This is an optimization exercise on Yosys and OpenROAD, whose aim is small area, not a production implementation.
In this exercise RTL edits were held to simulation tests only and were not proved equivalent to the original.
Power and IR drop assume default switching activity.

== run A ==
==> flow/design.v <==
`timescale 1ns / 1ps
module aiso(clk, rst, rst_s);
   input  clk, rst;
	output rst_s;
   reg    qMeta, qOk;
   always @ (posedge clk or posedge rst)
      if (rst)	{qMeta, qOk} <= {1'b0, 1'b0};
         else	{qMeta, qOk} <= {1'b1, qMeta};
	assign rst_s = ~qOk;
endmodule
`timescale 1ns / 1ps
module vga(clk_100MHz, rst, hsync, vsync, hc, vc, h_cell, v_cell);
   input        clk_100MHz, rst;
   output       hsync, vsync;
   output [9:0] hc, vc;
   output       h_cell, v_cell;
   reg [1:0] count;
   reg [9:0] hc, vc;
   reg       hsync, vsync;
   function [9:0] inc10(input [9:0] x, input cin);
      integer i; reg c;
      begin
         c = cin;
         for (i = 0; i < 10; i = i + 1) begin
            inc10[i] = x[i] ^ c;
            c = c & x[i];
         end
      end
   endfunction
   wire tick = count[1] & ~count[0];    
   wire h_end = hc[9] & hc[8] & hc[4] & hc[3] & hc[2] & hc[1] & hc[0];    
   wire v_end = vc[9] & vc[3] & vc[2];                                    
   wire h_wrap = tick & h_end;
   wire v_wrap = h_wrap & v_end;
   wire [9:0] hc_inc = inc10(hc, tick);
   wire [9:0] vc_inc = inc10(vc, h_wrap);
   always @(posedge clk_100MHz) begin
      count <= rst ? 2'd0 : {count[0], ~count[1]};
      hc <= (rst | h_wrap) ? 10'd0 : hc_inc;
      vc <= (rst | v_wrap) ? 10'd0 : vc_inc;
   end
   wire h_sync = hc[9] & ~hc[8] & hc[7] & (hc[6] | hc[5] | hc[4]) &
                 ~(hc[6] & hc[5] & hc[4]);
   wire v_sync = ~vc[9] & vc[8] & vc[7] & vc[6] & vc[5] & ~vc[4] & vc[3] &
                 ~vc[2] & vc[1];
   always @(posedge clk_100MHz or posedge rst)
      if (rst) begin
         hsync <= 1'b0;
         vsync <= 1'b0;
      end else begin
         hsync <= ~h_sync;
         vsync <= ~v_sync;
      end
   assign h_cell = tick & hc[2] & hc[1] & hc[0];
   assign v_cell = h_wrap & vc[2] & vc[1] & vc[0];
endmodule
`timescale 1ns / 1ps
module vga_animate(clk, rst, sw, hc, vc, h_cell, v_cell, rgb);
   input         clk, rst;
   input  [1:0]  sw;
   input  [9:0]  hc, vc;
   input         h_cell, v_cell;
   output [11:0] rgb;
   reg [8:0] X;
   reg [7:0] Y;
   reg [6:0] P, W;
   reg       xfast, xneg, yneg;
   reg       mx, my;
   function [7:0] sub7(input [6:0] x, input [6:0] y);
      integer i; reg c;
      begin
         c = 1'b0;
         for (i = 0; i < 7; i = i + 1) begin
            sub7[i] = x[i] ^ y[i] ^ c;
            c = (~x[i] & y[i]) | (~(x[i] ^ y[i]) & c);
         end
         sub7[7] = c;
      end
   endfunction
   function [8:0] step9(input [8:0] x, input en, input down);
      integer i; reg c;
      begin
         c = en;
         for (i = 0; i < 9; i = i + 1) begin
            step9[i] = x[i] ^ c;
            c = c & (x[i] ^ down);
         end
      end
   endfunction
   function [7:0] step8(input [7:0] x, input en, input down);
      integer i; reg c;
      begin
         c = en;
         for (i = 0; i < 8; i = i + 1) begin
            step8[i] = x[i] ^ c;
            c = c & (x[i] ^ down);
         end
      end
   endfunction
   function [6:0] step7(input [6:0] x, input en, input down);
      integer i; reg c;
      begin
         c = en;
         for (i = 0; i < 7; i = i + 1) begin
            step7[i] = x[i] ^ c;
            c = c & (x[i] ^ down);
         end
      end
   endfunction
   function in18(input [7:0] d);
      in18 = ~d[7] & ~d[6] & ~d[5] & ~(d[4] & (d[3] | d[2] | d[1]));
   endfunction
   wire h_zero = ~|hc;
   wire refr = h_zero & vc[8] & vc[7] & vc[6] & vc[5] & ~vc[4] & ~vc[3] &
               ~vc[2] & ~vc[1] & vc[0];
   wire video = ~h_zero & (~hc[9] | (~hc[8] & (~hc[7] | ~|hc[6:0]))) &
                ~vc[9] & ~(vc[8] & vc[7] & vc[6] & vc[5]);
   wire gameover = X[8] & X[5] & X[4] & X[3] & X[2] & ~X[1] & ~X[0];
   wire ywrap = &Y;                    
   wire at_top = ~|Y[7:0];
   wire at_bottom = Y[7] & Y[6] & Y[5] & ~Y[4] & Y[3] & Y[2] &
                    (Y[1] | Y[0]);
   wire [6:0] qa = video ? vc[8:2] : Y[7:1];
   wire [6:0] qb = (video & ~hc[9]) ? W : P;
   wire [7:0] qo = sub7(qa, qb);
   wire in_q = in18(qo);
   wire [7:0] kw = sub7(Y[7:1], W);
   wire kw_ov = (kw[7] & (&kw[6:1]) & (kw[0] | Y[0])) | (~kw[7] & ~(kw[4] & kw[1]));
   wire kp_ov = (qo[7] & (&qo[6:1]) & (qo[0] | Y[0])) | in_q;
   wire x_wall = ~X[8] & ~X[7] & ~X[6] & ~X[5] & ~X[4] & X[3] & X[2] & (X[1] ^ X[0]);  
   wire x_pad  = X[8] & ~X[7] & ~X[6] & X[5] & ~X[4] & X[3] & ~X[2] & (X[1] ^ X[0]);   
   wire hit_wall = ~ywrap & x_wall & kw_ov;
   wire hit_pad  = ~video & ~ywrap & x_pad & kp_ov;
   wire w_bot = W[6] & W[5] & ~W[4] & ~W[3] & W[2] & ~W[1] & W[0];        
   wire p_bot = P[6] & P[5] & ~P[4] & ~P[3] & P[2] & ~P[1] & P[0];
   wire w_down = refr & ~ywrap & ~kw[7] & kw[4] & ~w_bot;
   wire w_up   = refr & ~ywrap & (kw[7] | (~Y[0] & ~|kw[6:0])) & |W[6:1];
   wire p_down = refr & sw[1] & ~p_bot;
   wire p_up   = refr & sw[0] & |P[6:1];
   reg [8:0] x_nxt;
   reg       xc;
   integer   i;
   always @(*) begin
      x_nxt[0] = X[0] ^ (refr & ~xfast);
      xc = refr & (xfast | (X[0] ^ xneg));
      for (i = 1; i < 9; i = i + 1) begin
         x_nxt[i] = X[i] ^ xc;
         xc = xc & (X[i] ^ xneg);
      end
   end
   wire [7:0] y_nxt = step8(Y, refr, yneg);
   wire [6:0] p_nxt = step7(P, p_down | p_up, ~p_down);
   wire [6:0] w_nxt = step7(W, w_down | w_up, ~w_down);
   always @(posedge clk) begin
      X <= (rst | gameover) ? 9'd18 : x_nxt;
      Y <= (rst | gameover) ? 8'd0 : y_nxt;
      P <= rst ? 7'd0 : p_nxt;
      W <= rst ? 7'd0 : w_nxt;
   end
   always @(posedge clk)
      if (rst) begin
         xfast <= 1'b1;
         xneg <= 1'b0;
         yneg <= 1'b0;
      end else begin
         if (at_top) yneg <= 1'b0;
         else if (at_bottom) yneg <= 1'b1;
         else if (hit_wall) begin xfast <= 1'b0; xneg <= 1'b0; end
         else if (hit_pad) begin xfast <= 1'b0; xneg <= 1'b1; end
      end
   wire ex = ~|(hc[9:3] ^ X[8:2]);
   wire ey = ~|(vc[9:3] ^ {1'b0, Y[7:2]});
   always @(posedge clk) begin
      if (rst) mx <= 1'b0; else if (h_cell) mx <= ex;
      if (rst) my <= 1'b0; else if (v_cell) my <= ey;
   end
   wire ltx = (~hc[2] & X[1]) | (~(hc[2] ^ X[1]) & ((~hc[1] & X[0]) | (~(hc[1] ^ X[0]) & ~hc[0])));
   wire lty = (~vc[2] & Y[1]) | (~(vc[2] ^ Y[1]) & ~vc[1] & Y[0]);
   wire bx_on = ltx ? mx : ex;
   wire by_on = lty ? my : ey;
   wire ball = bx_on & by_on;
   wire h_lo = |hc[2:0] & (~hc[2] | ~|hc[1:0]);
   wire paddle = hc[9] & ~hc[8] & ~hc[7] & hc[6] & ~hc[5] & hc[4] & hc[3] & h_lo & in_q;
   wire wall = ~hc[9] & ~hc[8] & ~hc[7] & ~hc[6] & hc[5] & ~hc[4] & ~hc[3] & h_lo & in_q;
   assign rgb = ~video ? 12'h000 :
                ball   ? 12'h888 :
                paddle ? 12'h093 :
                wall   ? 12'hF8C : 12'hF77;
endmodule
`timescale 1ns / 1ps
module top_level(clk_100MHz, rst, sw, hsync, vsync, rgb);
   input         clk_100MHz, rst;
   input  [1:0]  sw;
   output        hsync, vsync;
   output [11:0] rgb;
   wire          rst_s, h_cell, v_cell;
   wire   [9:0]  hc, vc;
   aiso AISO(.clk(clk_100MHz), .rst(rst), .rst_s(rst_s));
   vga VGA(.clk_100MHz(clk_100MHz), .rst(rst_s), .hsync(hsync),
           .vsync(vsync), .hc(hc), .vc(vc), .h_cell(h_cell), .v_cell(v_cell));
   vga_animate PX_ANIMATE(.clk(clk_100MHz), .rst(rst_s), .sw(sw),
                          .hc(hc), .vc(vc), .h_cell(h_cell),
                          .v_cell(v_cell), .rgb(rgb));
endmodule
Settings: LEC_CHECK=0, ABC_AREA=1, ABC_CLOCK_PERIOD_IN_PS=10000, CAP_MARGIN=20, CORE_MARGIN=2, CORE_UTILIZATION=55, CTS_BUF_LIST=sky130_fd_sc_hd__clkbuf_4, SLEW_MARGIN=20; clock period 10.0 ns.
standard.sh (not shown) runs the stock make flow with config.mk's settings and CLKGATE_MAP_FILE= SYNTH_SCRIPT=/design/flow/synth_recipe.tcl, a recipe that flattens the netlist after the stock synthesis.
==> flow/flow/run.sh <==
#!/bin/bash
# Layout flow: the standard ORFS flow (standard.sh), with three changes:
#  - synthesis runs synth.tcl here, which is synth_recipe.tcl with only ABC's
#    mapping call replaced (area scripts in abc/, the smallest result kept),
#    and without ORFS's adder extraction (ADDER_MAP_FILE empty);
#  - the input and output port buffers use sky130_fd_sc_hd__buf_1;
#  - clock tree synthesis uses clkbuf_4 and inserts no dummy loads.
# make's full output goes to flow_make.log in this folder; each ORFS step
# keeps its own log under orfs/logs/.
set -euo pipefail
here=$(cd "$(dirname "$0")" && pwd)
export MY_ABC_DIR="$here/abc"
export FLOW_SYNTH_TCL="$PWD/synth_recipe.tcl"
bash standard.sh finish "SYNTH_SCRIPT=$here/synth.tcl" "ADDER_MAP_FILE=" \
  "BUFFER_PORTS_ARGS=-buffer_cell sky130_fd_sc_hd__buf_1" \
  "CTS_ARGS=-sink_clustering_enable -repair_clock_nets -buf_list sky130_fd_sc_hd__clkbuf_8 -dont_use_dummy_load -sink_clustering_size 32 -sink_buffer_max_cap_derate 2.0" \
  > flow_make.log 2>&1
==> flow/flow/abc/a0.abc <==
strash
dch -f
amap
topo
==> flow/flow/abc/a1.abc <==
strash
dch -f
amap -F 20 -A 40
topo
==> flow/flow/synth.tcl <==
# Synthesis: the standard synthesis script (synth_recipe.tcl, which runs
# ORFS's synth.tcl with -nofsm -noshare, then flattens and renames), with
# only ABC's technology-mapping call changed: the combinational logic is
# mapped for area with several deep-synthesis seeds, and the smallest
# result is kept. Registers are mapped before this call and are unchanged.
proc abc {args} {
  set i [lsearch -exact $args -script]
  set lib [lindex $args [expr { [lsearch -exact $args -liberty] + 1 }]]
  set best -1
  yosys design -save abc_in
  foreach script [lsort [glob $::env(MY_ABC_DIR)/*.abc]] {
    yosys design -load abc_in
    yosys abc {*}[lreplace $args $i [expr { $i + 1 }] -script $script]
    yosys tee -q -o $::env(RESULTS_DIR)/abc_try.txt stat -liberty $lib
    set f [open $::env(RESULTS_DIR)/abc_try.txt]
    set txt [read $f]
    close $f
    regexp {Chip area for module '[^']*': ([0-9.]+)} $txt -> area
    puts "abc script [file tail $script]: area $area"
    if { $best < 0 || $area < $best } {
      set best $area
      yosys design -save abc_best
    }
  }
  yosys design -load abc_best
  puts "abc: kept area $best"
}
source $::env(FLOW_SYNTH_TCL)
What ended run A was a tool error in clock tree synthesis (4_1_cts); the run never finished.
Edits applied to the flow inputs when going from run A to run B:
diff --git a/flow/flow/run.sh b/flow/flow/run.sh
--- a/flow/flow/run.sh
+++ b/flow/flow/run.sh
@@ -15,3 +15,3 @@
   "BUFFER_PORTS_ARGS=-buffer_cell sky130_fd_sc_hd__buf_1" \
-  "CTS_ARGS=-sink_clustering_enable -repair_clock_nets -buf_list sky130_fd_sc_hd__clkbuf_8 -dont_use_dummy_load -sink_clustering_size 32 -sink_buffer_max_cap_derate 2.0" \
+  "CTS_ARGS=-sink_clustering_enable -repair_clock_nets -buf_list sky130_fd_sc_hd__clkbuf_4 -dont_use_dummy_load" \
   > flow_make.log 2>&1
Findings:
- Reported for run A and run B, synthesized cell count turned out identical to the last digit.
- Run A -> run B: final RePlAce weighted congestion delta 0, exact match
- From run B to run A, number of enable flip-flop cells after synthesis did not move at all.
- Comparing run B against run A, there is no change at all in number of rows created at floorplan.
- Run B: all stages complete, timing, DRC and antenna checks passed
- Taking run A as the reference, in run B cell area after synthesis level; synthesized area per cell about even.
- Status: register area share after synthesis parity (run B, run A)
- Between run B and run A, the initial cell density of the core figures differ only marginally.
- Number of port buffers: run B vs run A identical
Input-level comparison between run C and run B:
diff --git a/flow/flow/run.sh b/flow/flow/run.sh
--- a/flow/flow/run.sh
+++ b/flow/flow/run.sh
@@ -15,3 +15,3 @@
   "BUFFER_PORTS_ARGS=-buffer_cell sky130_fd_sc_hd__buf_1" \
-  "CTS_ARGS=-sink_clustering_enable -repair_clock_nets -buf_list sky130_fd_sc_hd__clkbuf_4 -dont_use_dummy_load" \
+  "CTS_ARGS=-sink_clustering_enable -repair_clock_nets -buf_list sky130_fd_sc_hd__clkbuf_8 -dont_use_dummy_load -sink_clustering_size 32 -sink_buffer_max_cap_derate 1.0" \
   > flow_make.log 2>&1
Compared with run B, run C has extra setup slack.
Going from run B to run C, the sequential share of power was found to have gone down by 5.9 points.
The final wirelength of run C exceeds that of run B by about 0.6%.
Achievable clock frequency delta for run C relative to run B: 0.93 MHz higher
What run C reported for first-iteration DRC count has to be multiplied by 1.14 to get the figure for run B.
Input-level comparison between run D and run C:
diff --git a/flow/flow/run.sh b/flow/flow/run.sh
--- a/flow/flow/run.sh
+++ b/flow/flow/run.sh
@@ -15,3 +15,3 @@
   "BUFFER_PORTS_ARGS=-buffer_cell sky130_fd_sc_hd__buf_1" \
-  "CTS_ARGS=-sink_clustering_enable -repair_clock_nets -buf_list sky130_fd_sc_hd__clkbuf_8 -dont_use_dummy_load -sink_clustering_size 32 -sink_buffer_max_cap_derate 1.0" \
+  "CTS_ARGS=-sink_clustering_enable -repair_clock_nets -buf_list sky130_fd_sc_hd__clkbuf_4 -dont_use_dummy_load -sink_clustering_size 30 -sink_buffer_max_cap_derate 2.0" \
   > flow_make.log 2>&1
Notes after the runs:
The flow ran to completion for all of run C and run D but run D, which stopped partway.
Run D: it failed with a tool error in clock tree synthesis (4_1_cts), so there are no final results.
Area fraction in compound gates after synthesis came out exactly the same in run C and run D.
Sum of net half-perimeters after detailed placement essentially unchanged between run D and run C.
As far as total of buffers placed on input and output ports goes, run C and run D are indistinguishable; the numbers are identical.
Reported for run C and run D, synthesized cell count turned out identical to the last digit.
From run C to run D, number of top-level pins did not move at all.
Inputs modified between run D and run E:
diff --git a/flow/flow/run.sh b/flow/flow/run.sh
--- a/flow/flow/run.sh
+++ b/flow/flow/run.sh
@@ -15,3 +15,3 @@
   "BUFFER_PORTS_ARGS=-buffer_cell sky130_fd_sc_hd__buf_1" \
-  "CTS_ARGS=-sink_clustering_enable -repair_clock_nets -buf_list sky130_fd_sc_hd__clkbuf_4 -dont_use_dummy_load -sink_clustering_size 30 -sink_buffer_max_cap_derate 2.0" \
+  "CTS_ARGS=-sink_clustering_enable -repair_clock_nets -buf_list sky130_fd_sc_hd__clkbuf_4 -dont_use_dummy_load -sink_clustering_size 15 -sink_clustering_max_diameter 200" \
   > flow_make.log 2>&1
## What came out
- Run E reached the final stage; the timing, design-rule and antenna checks on its layout passed.
- Run E vs. run D: number of top-level pins held; number of synthesized flops with an enable pin stayed essentially flat.
- Horizontal extent of the die across run D and run E: no real change.
- Run E against run D: portion of the post-synthesis area used by sequential elements held, simple-gate share of the synthesized area did not really move, share of synthesized registers carrying an async set or reset comparable.
- Total half-perimeter wirelength after legalization and detailed placement came out exactly the same in run D and run E.
- Compared with run D, in run E synthesized area level; worst slack at placement was more or less identical; instance count of the mapped netlist ~0 delta.
For run F, these inputs were changed with respect to run E:
diff --git a/flow/flow/run.sh b/flow/flow/run.sh
--- a/flow/flow/run.sh
+++ b/flow/flow/run.sh
@@ -15,3 +15,3 @@
   "BUFFER_PORTS_ARGS=-buffer_cell sky130_fd_sc_hd__buf_1" \
-  "CTS_ARGS=-sink_clustering_enable -repair_clock_nets -buf_list sky130_fd_sc_hd__clkbuf_4 -dont_use_dummy_load -sink_clustering_size 15 -sink_clustering_max_diameter 200" \
+  "CTS_ARGS=-sink_clustering_enable -repair_clock_nets -buf_list sky130_fd_sc_hd__clkbuf_4 -dont_use_dummy_load" \
   > flow_make.log 2>&1
==> flow/flow/abc/b1.abc (new file) <==
strash
&get -n
&deepsyn -T 20 -S 1
&put
dch -f
amap
topo
==> flow/flow/abc/b2.abc (new file) <==
strash
&get -n
&deepsyn -T 20 -S 2
&put
dch -f
amap
topo
==> flow/flow/abc/b3.abc (new file) <==
strash
&get -n
&deepsyn -T 20 -S 3
&put
dch -f
amap
topo
==> flow/flow/abc/b4.abc (new file) <==
strash
&get -n
&deepsyn -T 20 -S 4
&put
dch -f
amap
topo
==> flow/flow/abc/b5.abc (new file) <==
strash
&get -n
&deepsyn -T 20 -S 5
&put
dch -f
amap
topo
==> flow/flow/abc/b6.abc (new file) <==
strash
&get -n
&deepsyn -T 20 -S 6
&put
dch -f
amap
topo
==> flow/flow/abc/c1.abc (new file) <==
strash
&get -n
&deepsyn -T 20 -S 1
&put
dch -f
amap -F 20 -A 40
topo
==> flow/flow/abc/c2.abc (new file) <==
strash
&get -n
&deepsyn -T 20 -S 2
&put
dch -f
amap -F 20 -A 40
topo
==> flow/flow/abc/c3.abc (new file) <==
strash
&get -n
&deepsyn -T 20 -S 3
&put
dch -f
amap -F 20 -A 40
topo
==> flow/flow/abc/c4.abc (new file) <==
strash
&get -n
&deepsyn -T 20 -S 4
&put
dch -f
amap -F 20 -A 40
topo
==> flow/flow/abc/c5.abc (new file) <==
strash
&get -n
&deepsyn -T 20 -S 5
&put
dch -f
amap -F 20 -A 40
topo
==> flow/flow/abc/c6.abc (new file) <==
strash
&get -n
&deepsyn -T 20 -S 6
&put
dch -f
amap -F 20 -A 40
topo
==> flow/flow/abc/c7.abc (new file) <==
strash
&get -n
&deepsyn -T 20 -S 7
&put
dch -f
amap -F 20 -A 40
topo
==> flow/flow/abc/c8.abc (new file) <==
strash
&get -n
&deepsyn -T 20 -S 8
&put
dch -f
amap -F 20 -A 40
topo
Run E -> run F: clock sink count delta 0, exact match. Side by side, wire length of the first global-routing pass turned out lower in run F than in run E. Higher via count among run F and run E: run E. Run F ends up with a buffer count excluding the clock tree in the final layout that is 2 lower than in run E. Between run E and run F, the reported sequential group power does not differ in any meaningful way. Full die area: run F < run E.

afterwards: timing with drivers on the ports:
The results above use ideal ports. As a check the final layouts listed here were re-extracted and re-timed, cells and wires unchanged.
Step 1 sets driving cells, clkbuf_16 on the clock port and buf_2 on the other inputs (assumed; they add their load-dependent delay and slew).
Step 2 adds t to the input delays and takes it off the output delays; t is the mean of the earliest and latest rising clock arrival at the registers after step 1. Input paths then give back, and output paths get back, about the clock's delay inside the block.
a / b / c = ideal / step 1 / step 2; a / b = the first two.
run | shift t [ns] | setup slack, ns | worst data-port slew with drivers (ns) | cell pins on the clock port's net
run B | 0.429 | 2.941 / 2.914 / 3.344 | 0.03 | 1
run C | 0.372 | 2.988 / 2.956 / 3.328 | 0.03 | 1
run E | 0.429 | 2.941 / 2.914 / 3.344 | 0.03 | 1
run F | 0.429 | 2.550 / 2.521 / 2.951 | 0.03 | 1
After both steps every run listed still meets setup and hold.
